Context: an optimization exercise on an open-source flow, tuned for small area. The choices shown serve that exercise and are no tape-out recipe.

Design QAM, start of the top module:
module QAM(clk, rst, en, Din, IFout);
input clk, rst, en;
input Din;
output reg signed [17:0] IFout;
reg ce2;           
reg sm_ctrl;       
reg swap;          
reg [1:0] spc;     
reg sm_i, sm_q;    
reg sync_i0, sync_q0, sync_i1, sync_q1;
reg [3:0] usi;     
reg [3:0] cnt;     
wire [8:0] v;      
assign v[0] = cnt > 4'd0;
assign v[1] = cnt > 4'd1;
assign v[2] = cnt > 4'd2;
assign v[3] = cnt > 4'd3;
assign v[4] = cnt > 4'd4;
assign v[5] = cnt > 4'd5;
assign v[6] = cnt > 4'd6;
assign v[7] = cnt > 4'd7;
assign v[8] = cnt > 4'd8;
reg [8:0] sym_i, sym_q;  
reg [1:0] mix_cnt;
reg [15:0] acc;    
wire en0 = en & ce2;
wire en1 = sm_ctrl & ce2;
wire en2 = usi[3];
wire load = en2 & (usi[1:0] == 2'd2);
wire [1:0] d = usi[1:0] + 2'd1;    
wire neg = ~mix_cnt[1];
wire [8:0] s = mix_cnt[0] ? sym_i : sym_q;
wire [8:0] x = s ^ {9{neg}};
reg [15:0] g0;
always @(*) begin
  case ({d, x[0], v[0]})
    4'd0: g0 = 16'd168;
    4'd1: g0 = 16'd0;
    4'd2: g0 = 16'd168;
    4'd3: g0 = 16'd336;
    4'd4: g0 = 16'd74;
    4'd5: g0 = 16'd0;
    4'd6: g0 = 16'd74;
    4'd7: g0 = 16'd148;
    4'd8: g0 = 16'd185;
    4'd9: g0 = 16'd370;
    4'd10: g0 = 16'd185;
    4'd11: g0 = 16'd0;
    4'd12: g0 = 16'd267;
    4'd13: g0 = 16'd534;
    4'd14: g0 = 16'd267;
    4'd15: g0 = 16'd0;
  endcase
end
reg [15:0] g1;
always @(*) begin
  case ({d, x[1], v[1]})
    4'd0: g1 = 16'd36;
    4'd1: g1 = 16'd72;
    4'd2: g1 = 16'd36;
    4'd3: g1 = 16'd0;
    4'd4: g1 = 16'd276;
    4'd5: g1 = 16'd0;
    4'd6: g1 = 16'd276;
    4'd7: g1 = 16'd552;
    4'd8: g1 = 16'd233;
    4'd9: g1 = 16'd0;
  ...
export LEC_CHECK = 0
export ABC_AREA = 1
export CAP_MARGIN = 20
export CORE_MARGIN = 2
export CORE_UTILIZATION = 40
export SLEW_MARGIN = 20
create_clock -name core_clock -period 5.0 [get_ports {clk}]
run.sh (not shown) runs the stock make flow with config.mk's settings and CLKGATE_MAP_FILE= SYNTH_SCRIPT=/design/flow/synth_recipe.tcl, a recipe that flattens the netlist after the stock synthesis.
The first run completed with no timing, DRC or antenna violations.
Change:
--- a/flow/design.v
+++ b/flow/design.v
@@ -410,16 +410,44 @@
 wire fc178 = (fc150 & fs151) | (fc150 & hs123) | (fs151 & hs123);
 wire hs179 = fc152 ^ fs153;
 wire hc180 = fc152 & fs153;
 wire hs181 = fc154 ^ fs155;
 wire hc182 = fc154 & fs155;
 wire fs183 = fc156 ^ g4[15] ^ 1'b1;
-wire [15:0] cpa_a = {hc182, hc180, fc178, fc176, fc174, fc172, fc170, fc168, fc166, fc164, fc162, fc160, fc158, fs157, fc128, fs127};
-wire [15:0] cpa_b = {fs183, hs181, hs179, fs177, fs175, fs173, fs171, fs169, fs167, fs165, fs163, fs161, fs159, 1'b0, fs129, kt[0]};
-wire [15:0] cpa_s = cpa_a + cpa_b;
-wire [15:0] nxt = {cpa_s[15], cpa_s[14], cpa_s[13], cpa_s[12], cpa_s[11], cpa_s[10], cpa_s[9], cpa_s[8], cpa_s[7], cpa_s[6], cpa_s[5], cpa_s[4], cpa_s[3], cpa_s[2], cpa_s[1], cpa_s[0]};
+wire rs185 = fs127 ^ kt[0];
+wire rc186 = fs127 & kt[0];
+wire rs187 = fc128 ^ fs129 ^ rc186;
+wire rc188 = (fc128 & fs129) | (fc128 & rc186) | (fs129 & rc186);
+wire rs189 = fs157 ^ rc188;
+wire rc190 = fs157 & rc188;
+wire rs191 = fc158 ^ fs159 ^ rc190;
+wire rc192 = (fc158 & fs159) | (fc158 & rc190) | (fs159 & rc190);
+wire rs193 = fc160 ^ fs161 ^ rc192;
+wire rc194 = (fc160 & fs161) | (fc160 & rc192) | (fs161 & rc192);
+wire rs195 = fc162 ^ fs163 ^ rc194;
+wire rc196 = (fc162 & fs163) | (fc162 & rc194) | (fs163 & rc194);
+wire rs197 = fc164 ^ fs165 ^ rc196;
+wire rc198 = (fc164 & fs165) | (fc164 & rc196) | (fs165 & rc196);
+wire rs199 = fc166 ^ fs167 ^ rc198;
+wire rc200 = (fc166 & fs167) | (fc166 & rc198) | (fs167 & rc198);
+wire rs201 = fc168 ^ fs169 ^ rc200;
+wire rc202 = (fc168 & fs169) | (fc168 & rc200) | (fs169 & rc200);
+wire rs203 = fc170 ^ fs171 ^ rc202;
+wire rc204 = (fc170 & fs171) | (fc170 & rc202) | (fs171 & rc202);
+wire rs205 = fc172 ^ fs173 ^ rc204;
+wire rc206 = (fc172 & fs173) | (fc172 & rc204) | (fs173 & rc204);
+wire rs207 = fc174 ^ fs175 ^ rc206;
+wire rc208 = (fc174 & fs175) | (fc174 & rc206) | (fs175 & rc206);
+wire rs209 = fc176 ^ fs177 ^ rc208;
+wire rc210 = (fc176 & fs177) | (fc176 & rc208) | (fs177 & rc208);
+wire rs211 = fc178 ^ hs179 ^ rc210;
+wire rc212 = (fc178 & hs179) | (fc178 & rc210) | (hs179 & rc210);
+wire rs213 = hc180 ^ hs181 ^ rc212;
+wire rc214 = (hc180 & hs181) | (hc180 & rc212) | (hs181 & rc212);
+wire rs215 = hc182 ^ fs183 ^ rc214;
+wire [15:0] nxt = {rs215, rs213, rs211, rs209, rs207, rs205, rs203, rs201, rs199, rs197, rs195, rs193, rs191, rs189, rs187, rs185};
 always @(posedge clk or posedge rst) begin
 	if (rst) begin
 		ce2 <= 1'b0; sm_ctrl <= 1'b0; swap <= 1'b0; spc <= 2'd0;
 		sm_i <= 1'b0; sm_q <= 1'b0;
 		sync_i0 <= 1'b0; sync_q0 <= 1'b0; sync_i1 <= 1'b0; sync_q1 <= 1'b0;
 		usi <= 4'd0; cnt <= 4'd0; sym_i <= 9'd0; sym_q <= 9'd0;
Effect: The new run finished but failed the layout checks on negative setup slack; routed wire length came out lower by about 1.4%; clock-buffer cell count stays the same; design area shrinks by about 0.9%; utilization rose by 4.0 points; die area is lower by 7.4%; setup slack got worse by 3.0 ns; synthesized area came out lower by about 8%.
No run of this note included a check of the RTL's function; only the layout flow was run.

==> separate check: timing with driven ports <==
The flow's constraints put no driver on any port. The routed layouts listed below were extracted and timed again, unchanged, in two steps.
Step 1 assumes that a clkbuf_16 drives the clock port and a buf_2 every other input.
Step 2 moves the port delays by t, midway between the first and last clock arrival at a register: inputs arrive t later, outputs are due t later. That takes back most of the time a late clock gives input paths.
a / b / c = no drivers / after step 1 / after step 2; a / b = the first two.
run | shift t [ns] | setup slack, ns | worst setup path at the end | latest minus earliest clock arrival (ns) | worst data-port slew with drivers (ns)
the first run | 0.362 | 0.104 / 0.104 / 0.104 | register to register | 0.018 / 0.018 | 0.03
the second run | 0.354 | -2.911 / -2.911 / -2.911 | register to register | 0.011 / 0.011 | 0.04
